From an optimization exercise on the open Yosys and OpenROAD flow, aimed at small area and a short achievable clock period; shortcuts taken in it are not production practice.
Function was checked by simulation only, so behaviour that the tests miss may differ from the original.
Power is estimated from default activity; no workload was simulated.

// mproc
module mproc (input wire clk, reset, input wire [15:0] d_in, output wire [6:0] addr, output wire [15:0] d_out);
Size: ~1200 cells after synthesis, about 41 I/O pins, ~9900 um^2 of cells after synthesis.
==> module mproc, before the edit <==
module mproc (input wire clk, reset, input wire [15:0] d_in, output wire [6:0] addr, output wire [15:0] d_out);
  reg  [6:0]   pc;
  reg  [10:0]  ir;       
  reg  [1:0]   cls;      
  reg  [127:0] rf;       
  reg  [15:0]  opa, opb; 
  reg          f, l, c;  
  wire e   = ~f & ~l;
  wire ld  = cls == 2'b10;
  wire ef  = e & ~ld;
  wire el  = e & ld;
  wire jmp = (cls == 2'b01) & ef;
  wire wr  = el | (ef & (cls == 2'b00));
  wire [2:0]  wa = ir[8:6];
  wire [15:0] res;
  wire [15:0] wd = reset ? 16'd0 : (el ? d_in : res);
  wire        ua = reset | f | (wr & (wa == ir[2:0]));
  wire        ub = reset | f | (wr & (wa == ir[5:3]));
  wire       fs = f & ~reset;
  wire [7:0] sa = (8'd1 << d_in[2:0]) & {8{fs}};
  wire [7:0] sb = (8'd1 << d_in[5:3]) & {8{fs}};
  wire [15:0] ra = (rf[15:0] & {16{sa[0]}}) |
                     (rf[31:16] & {16{sa[1]}}) |
                     (rf[47:32] & {16{sa[2]}}) |
                     (rf[63:48] & {16{sa[3]}}) |
                     (rf[79:64] & {16{sa[4]}}) |
                     (rf[95:80] & {16{sa[5]}}) |
                     (rf[111:96] & {16{sa[6]}}) |
                     (rf[127:112] & {16{sa[7]}}) |
                     (wd & {16{ua & ~fs}}) | (opa & {16{~ua}});
  wire [15:0] rb = (rf[15:0] & {16{sb[0]}}) |
                     (rf[31:16] & {16{sb[1]}}) |
                     (rf[47:32] & {16{sb[2]}}) |
                     (rf[63:48] & {16{sb[3]}}) |
                     (rf[79:64] & {16{sb[4]}}) |
                     (rf[95:80] & {16{sb[5]}}) |
                     (rf[111:96] & {16{sb[6]}}) |
                     (rf[127:112] & {16{sb[7]}}) |
                     (wd & {16{ub & ~fs}}) | (opb & {16{~ub}});
  wire [15:0] a = opa, b = opb;
  wire [1:0]  op = ir[10:9];
  wire [17:0] s2 = {1'b0, a, 1'b1} + {1'b0, b ^ {16{op[0]}}, op[0]};
  wire [16:0] s  = s2[17:1];
  assign res = op[1] ? (op[0] ? (a | b) : (a & b)) : s[15:0];
  wire nz = |d_in[13:11];
  wire [1:0] cls_in = {d_in[15] | (~d_in[14] & nz), d_in[14] | (~d_in[15] & nz)};
  integer i;
  always @(posedge clk) begin
    c <= s[16];
    for (i = 0; i < 8; i = i + 1)
      if (reset | (wr & (wa == i))) rf[16*i +: 16] <= wd;
    opa <= ra;
    opb <= rb;
    if (reset) begin
      pc <= 7'd0; ir <= 11'd0; cls <= 2'b00; f <= 1'b1; l <= 1'b0; c <= 1'b0;
    end else begin
      if (el | f) pc <= pc + 7'd1;
      else if (jmp & c) pc <= pc - ir[6:0];
      if (f) begin ir <= d_in[10:0]; cls <= cls_in; end
      f <= l | ef;
      l <= el;
    end
  end
  assign addr  = pc;
  assign d_out = opa;
endmodule
==> flow/config.mk <==
export PLATFORM = sky130hd
export DESIGN_NAME = mproc
export DESIGN_NICKNAME = mproc
export VERILOG_FILES = /design/flow/design.v
export SDC_FILE = /design/flow/constraint.sdc
export NUM_CORES = 4
export LEC_CHECK = 0
export ABC_AREA = 1
export CAP_MARGIN = 20
export CORE_MARGIN = 2
export CORE_UTILIZATION = 50
export CTS_BUF_LIST = sky130_fd_sc_hd__clkbuf_8
export SETUP_SLACK_MARGIN = 5.0
export SLEW_MARGIN = 20
==> flow/constraint.sdc <==
create_clock -name core_clock -period 8.5 [get_ports {clk}]
set_input_delay 1.7000 -clock core_clock [delete_from_list [all_inputs] [get_ports {clk}]]
set_output_delay 1.7000 -clock core_clock [all_outputs]
set_load 0.01 [all_outputs]
standard.sh (not shown) runs the stock make flow with config.mk's settings and CLKGATE_MAP_FILE= SYNTH_SCRIPT=/design/flow/synth_recipe.tcl, a recipe that flattens the netlist after the stock synthesis.
==> flow/flow/run.sh <==
#!/bin/bash
# The standard layout, with repair_timing aiming for a larger setup margin and
# plain buffers on the ports.
set -euo pipefail
bash standard.sh SETUP_SLACK_MARGIN=5.7 "BUFFER_PORTS_ARGS=-buffer_cell sky130_fd_sc_hd__buf_2" finish > run_standard.log 2>&1
Rerun with:
--- a/flow/design.v
+++ b/flow/design.v
@@ -1,11 +1,12 @@
 module mproc (input wire clk, reset, input wire [15:0] d_in, output wire [6:0] addr, output wire [15:0] d_out);
   reg  [6:0]   pc;
   reg  [10:0]  ir;       
   reg  [1:0]   cls;      
-  reg  [127:0] rf;       
+  reg  [127:0] rfn;      
+  wire [127:0] rf = ~rfn;
   reg  [15:0]  opa, opb; 
   reg          f, l, c;  
   wire e   = ~f & ~l;
   wire ld  = cls == 2'b10;
   wire ef  = e & ~ld;
   wire el  = e & ld;
@@ -45,13 +46,13 @@
   wire nz = |d_in[13:11];
   wire [1:0] cls_in = {d_in[15] | (~d_in[14] & nz), d_in[14] | (~d_in[15] & nz)};
   integer i;
   always @(posedge clk) begin
     c <= s[16];
     for (i = 0; i < 8; i = i + 1)
-      if (reset | (wr & (wa == i))) rf[16*i +: 16] <= wd;
+      if (reset | (wr & (wa == i))) rfn[16*i +: 16] <= ~wd;
     opa <= ra;
     opb <= rb;
     if (reset) begin
       pc <= 7'd0; ir <= 11'd0; cls <= 2'b00; f <= 1'b1; l <= 1'b0; c <= 1'b0;
     end else begin
       if (el | f) pc <= pc + 7'd1;
What happened: The new run finished clean; final area decreases by about 6%; power decreases by about 8%; routed wire length decreases by 7.7%; setup slack degrades by 9.2 ps; sequential cell count does not change; final cell count decreases by about 10%; synthesized cell count decreases by 10%; via count decreases by 5.9%; register-to-register slack improves by 50 ps; combinational power decreases by about 22%; global-route usage decreases by 0.52 points.

Setup of P:
The RTL this note starts from:
==> flow/design.v <==
module mproc (input wire clk, reset, input wire [15:0] d_in, output wire [6:0] addr, output wire [15:0] d_out);
  reg  [6:0]   pc;
  reg  [10:0]  ir;       
  reg  [1:0]   cls;      
  reg  [127:0] rfn;      
  wire [127:0] rf = ~rfn;
  reg  [15:0]  opa, opb; 
  reg          f, l, c;  
  wire e   = ~f & ~l;
  wire ld  = cls == 2'b10;
  wire ef  = e & ~ld;
  wire el  = e & ld;
  wire jmp = (cls == 2'b01) & ef;
  wire wr  = el | (ef & (cls == 2'b00));
  wire [2:0]  wa = ir[8:6];
  wire [15:0] res;
  wire [15:0] wd = reset ? 16'd0 : (el ? d_in : res);
  wire        ua = reset | f | (wr & (wa == ir[2:0]));
  wire        ub = reset | f | (wr & (wa == ir[5:3]));
  wire       fs = f & ~reset;
  wire [7:0] sa = (8'd1 << d_in[2:0]) & {8{fs}};
  wire [7:0] sb = (8'd1 << d_in[5:3]) & {8{fs}};
  wire [15:0] ra = (rf[15:0] & {16{sa[0]}}) |
                     (rf[31:16] & {16{sa[1]}}) |
                     (rf[47:32] & {16{sa[2]}}) |
                     (rf[63:48] & {16{sa[3]}}) |
                     (rf[79:64] & {16{sa[4]}}) |
                     (rf[95:80] & {16{sa[5]}}) |
                     (rf[111:96] & {16{sa[6]}}) |
                     (rf[127:112] & {16{sa[7]}}) |
                     (wd & {16{ua & ~fs}}) | (opa & {16{~ua}});
  wire [15:0] rb = (rf[15:0] & {16{sb[0]}}) |
                     (rf[31:16] & {16{sb[1]}}) |
                     (rf[47:32] & {16{sb[2]}}) |
                     (rf[63:48] & {16{sb[3]}}) |
                     (rf[79:64] & {16{sb[4]}}) |
                     (rf[95:80] & {16{sb[5]}}) |
                     (rf[111:96] & {16{sb[6]}}) |
                     (rf[127:112] & {16{sb[7]}}) |
                     (wd & {16{ub & ~fs}}) | (opb & {16{~ub}});
  wire [15:0] a = opa, b = opb;
  wire [1:0]  op = ir[10:9];
  wire [17:0] s2 = {1'b0, a, 1'b1} + {1'b0, b ^ {16{op[0]}}, op[0]};
  wire [16:0] s  = s2[17:1];
  assign res = op[1] ? (op[0] ? (a | b) : (a & b)) : s[15:0];
  wire nz = |d_in[13:11];
  wire [1:0] cls_in = {d_in[15] | (~d_in[14] & nz), d_in[14] | (~d_in[15] & nz)};
  integer i;
  always @(posedge clk) begin
    c <= s[16];
    for (i = 0; i < 8; i = i + 1)
      if (reset | (wr & (wa == i))) rfn[16*i +: 16] <= ~wd;
    opa <= ra;
    opb <= rb;
    if (reset) begin
      pc <= 7'd0; ir <= 11'd0; cls <= 2'b00; f <= 1'b1; l <= 1'b0; c <= 1'b0;
    end else begin
      if (el | f) pc <= pc + 7'd1;
      else if (jmp & c) pc <= pc - ir[6:0];
      if (f) begin ir <= d_in[10:0]; cls <= cls_in; end
      f <= l | ef;
      l <= el;
    end
  end
  assign addr  = pc;
  assign d_out = opa;
endmodule
Settings: LEC_CHECK=0, ABC_AREA=1, CAP_MARGIN=20, CORE_MARGIN=2, CORE_UTILIZATION=50, SETUP_SLACK_MARGIN=5.0, SLEW_MARGIN=20; clock period 8.5 ns.
==> flow/flow/run.sh <==
#!/bin/bash
# The standard layout, with repair_timing aiming for a larger setup margin and
# plain buffers on the ports.
set -euo pipefail
bash standard.sh SETUP_SLACK_MARGIN=5.8 "BUFFER_PORTS_ARGS=-buffer_cell sky130_fd_sc_hd__buf_2" finish > run_standard.log 2>&1
#### Input delta (Q over P)
==> flow/design.v <==
module mproc (input wire clk, reset, input wire [15:0] d_in, output wire [6:0] addr, output wire [15:0] d_out);
  reg  [6:0]   pc;
  reg  [10:0]  ir;       
  reg  [1:0]   cls;      
  reg  [127:0] rf;       
  reg  [15:0]  opa, opb; 
  reg          f, l, c;  
  wire e   = ~f & ~l;
  wire ld  = cls == 2'b10;
  wire ef  = e & ~ld;
  wire el  = e & ld;
  wire jmp = (cls == 2'b01) & ef;
  wire wr  = el | (ef & (cls == 2'b00));
  wire       fs = f & ~reset;
  wire [7:0] sa = (8'd1 << d_in[2:0]) & {8{fs}};
  wire [7:0] sb = (8'd1 << d_in[5:3]) & {8{fs}};
  wire [15:0] ra = (rf[15:0] & {16{sa[0]}}) |
                     (rf[31:16] & {16{sa[1]}}) |
                     (rf[47:32] & {16{sa[2]}}) |
                     (rf[63:48] & {16{sa[3]}}) |
                     (rf[79:64] & {16{sa[4]}}) |
                     (rf[95:80] & {16{sa[5]}}) |
                     (rf[111:96] & {16{sa[6]}}) |
                     (rf[127:112] & {16{sa[7]}});
  wire [15:0] rb = (rf[15:0] & {16{sb[0]}}) |
                     (rf[31:16] & {16{sb[1]}}) |
                     (rf[47:32] & {16{sb[2]}}) |
                     (rf[63:48] & {16{sb[3]}}) |
                     (rf[79:64] & {16{sb[4]}}) |
                     (rf[95:80] & {16{sb[5]}}) |
                     (rf[111:96] & {16{sb[6]}}) |
                     (rf[127:112] & {16{sb[7]}});
  wire [15:0] a = opa, b = opb;
  wire [1:0]  op = ir[10:9];
  wire [17:0] s2 = {1'b0, a, 1'b1} + {1'b0, b ^ {16{op[0]}}, op[0]};
  wire [16:0] s  = s2[17:1];
  wire [15:0] res = op[1] ? (op[0] ? (a | b) : (a & b)) : s[15:0];
  wire nz = |d_in[13:11];
  wire [1:0] cls_in = {d_in[15] | (~d_in[14] & nz), d_in[14] | (~d_in[15] & nz)};
  wire [15:0] wd = reset ? 16'd0 : (el ? d_in : res);
  wire [2:0]  wa = ir[8:6];
  wire        ua = reset | f | (wr & (wa == ir[2:0]));
  wire        ub = reset | f | (wr & (wa == ir[5:3]));
  integer i;
  always @(posedge clk) begin
    c <= s[16];
    for (i = 0; i < 8; i = i + 1)
      if (reset | (wr & (wa == i))) rf[16*i +: 16] <= wd;
    if (ua) opa <= ra | (wd & {16{~fs}});
    if (ub) opb <= rb | (wd & {16{~fs}});
    if (reset) begin
      pc <= 7'd0; ir <= 11'd0; cls <= 2'b00; f <= 1'b1; l <= 1'b0; c <= 1'b0;
    end else begin
      if (el | f) pc <= pc + 7'd1;
      else if (jmp & c) pc <= pc - ir[6:0];
      if (f) begin ir <= d_in[10:0]; cls <= cls_in; end
      f <= l | ef;
      l <= el;
    end
  end
  assign addr  = pc;
  assign d_out = opa;
endmodule
Notes after the runs:
Q: area growth from synthesis to layout 8.8 points above P
The worst-case vdd ir drop of Q falls short of that of P by 23%.
Final critical delay including setup and external delays was lower in the run labelled P.
Via count of the first global-routing pass delta for Q relative to P: 257 higher
On highest attainable clock frequency, Q does worse than P.
Sequential share of the synthesized area, Q and P: larger value in Q
Standard cell with the maximum stage delay on the critical path: edfxtp_1 -> Q, nand2_4 -> P

-- afterwards: timing with drivers on the ports --
The results above use ideal ports. As a check the final layouts listed here were re-extracted and re-timed, cells and wires unchanged.
Step 1 (the two cells are an assumption about what drives the block):
set clk [get_ports {clk}]
set_driving_cell -lib_cell sky130_fd_sc_hd__clkbuf_16 $clk
set_driving_cell -lib_cell sky130_fd_sc_hd__buf_2 [delete_from_list [all_inputs] $clk]
Step 2, shift: input delay + t, output delay - t, t = (earliest + latest rising clock arrival at the registers) / 2. This alone moves slack from input paths to output paths.
Three values: ideal, step 1, step 2; two values: the first two.
run | t (ns) | setup slack, ns | worst register clock-pin slew, ns | worst slew at a driven data input, ns
the first run of note 1 | 0.504 | 5.693 / 5.678 / 5.174 | 0.12 / 0.12 | 0.07
the second run of note 1 | 0.520 | 5.684 / 5.693 / 5.179 | 0.12 / 0.12 | 0.05
P | 0.484 | 5.796 / 5.764 / 5.295 | 0.08 / 0.08 | 0.06
Q | 0.476 | 5.678 / 5.633 / 5.220 | 0.08 / 0.08 | 0.09
After both steps setup and hold are still met in every run listed. For the first run of note 1, which loses most, drivers alone change the setup slack by -0.015 ns; drivers and shift together by -0.519 ns.
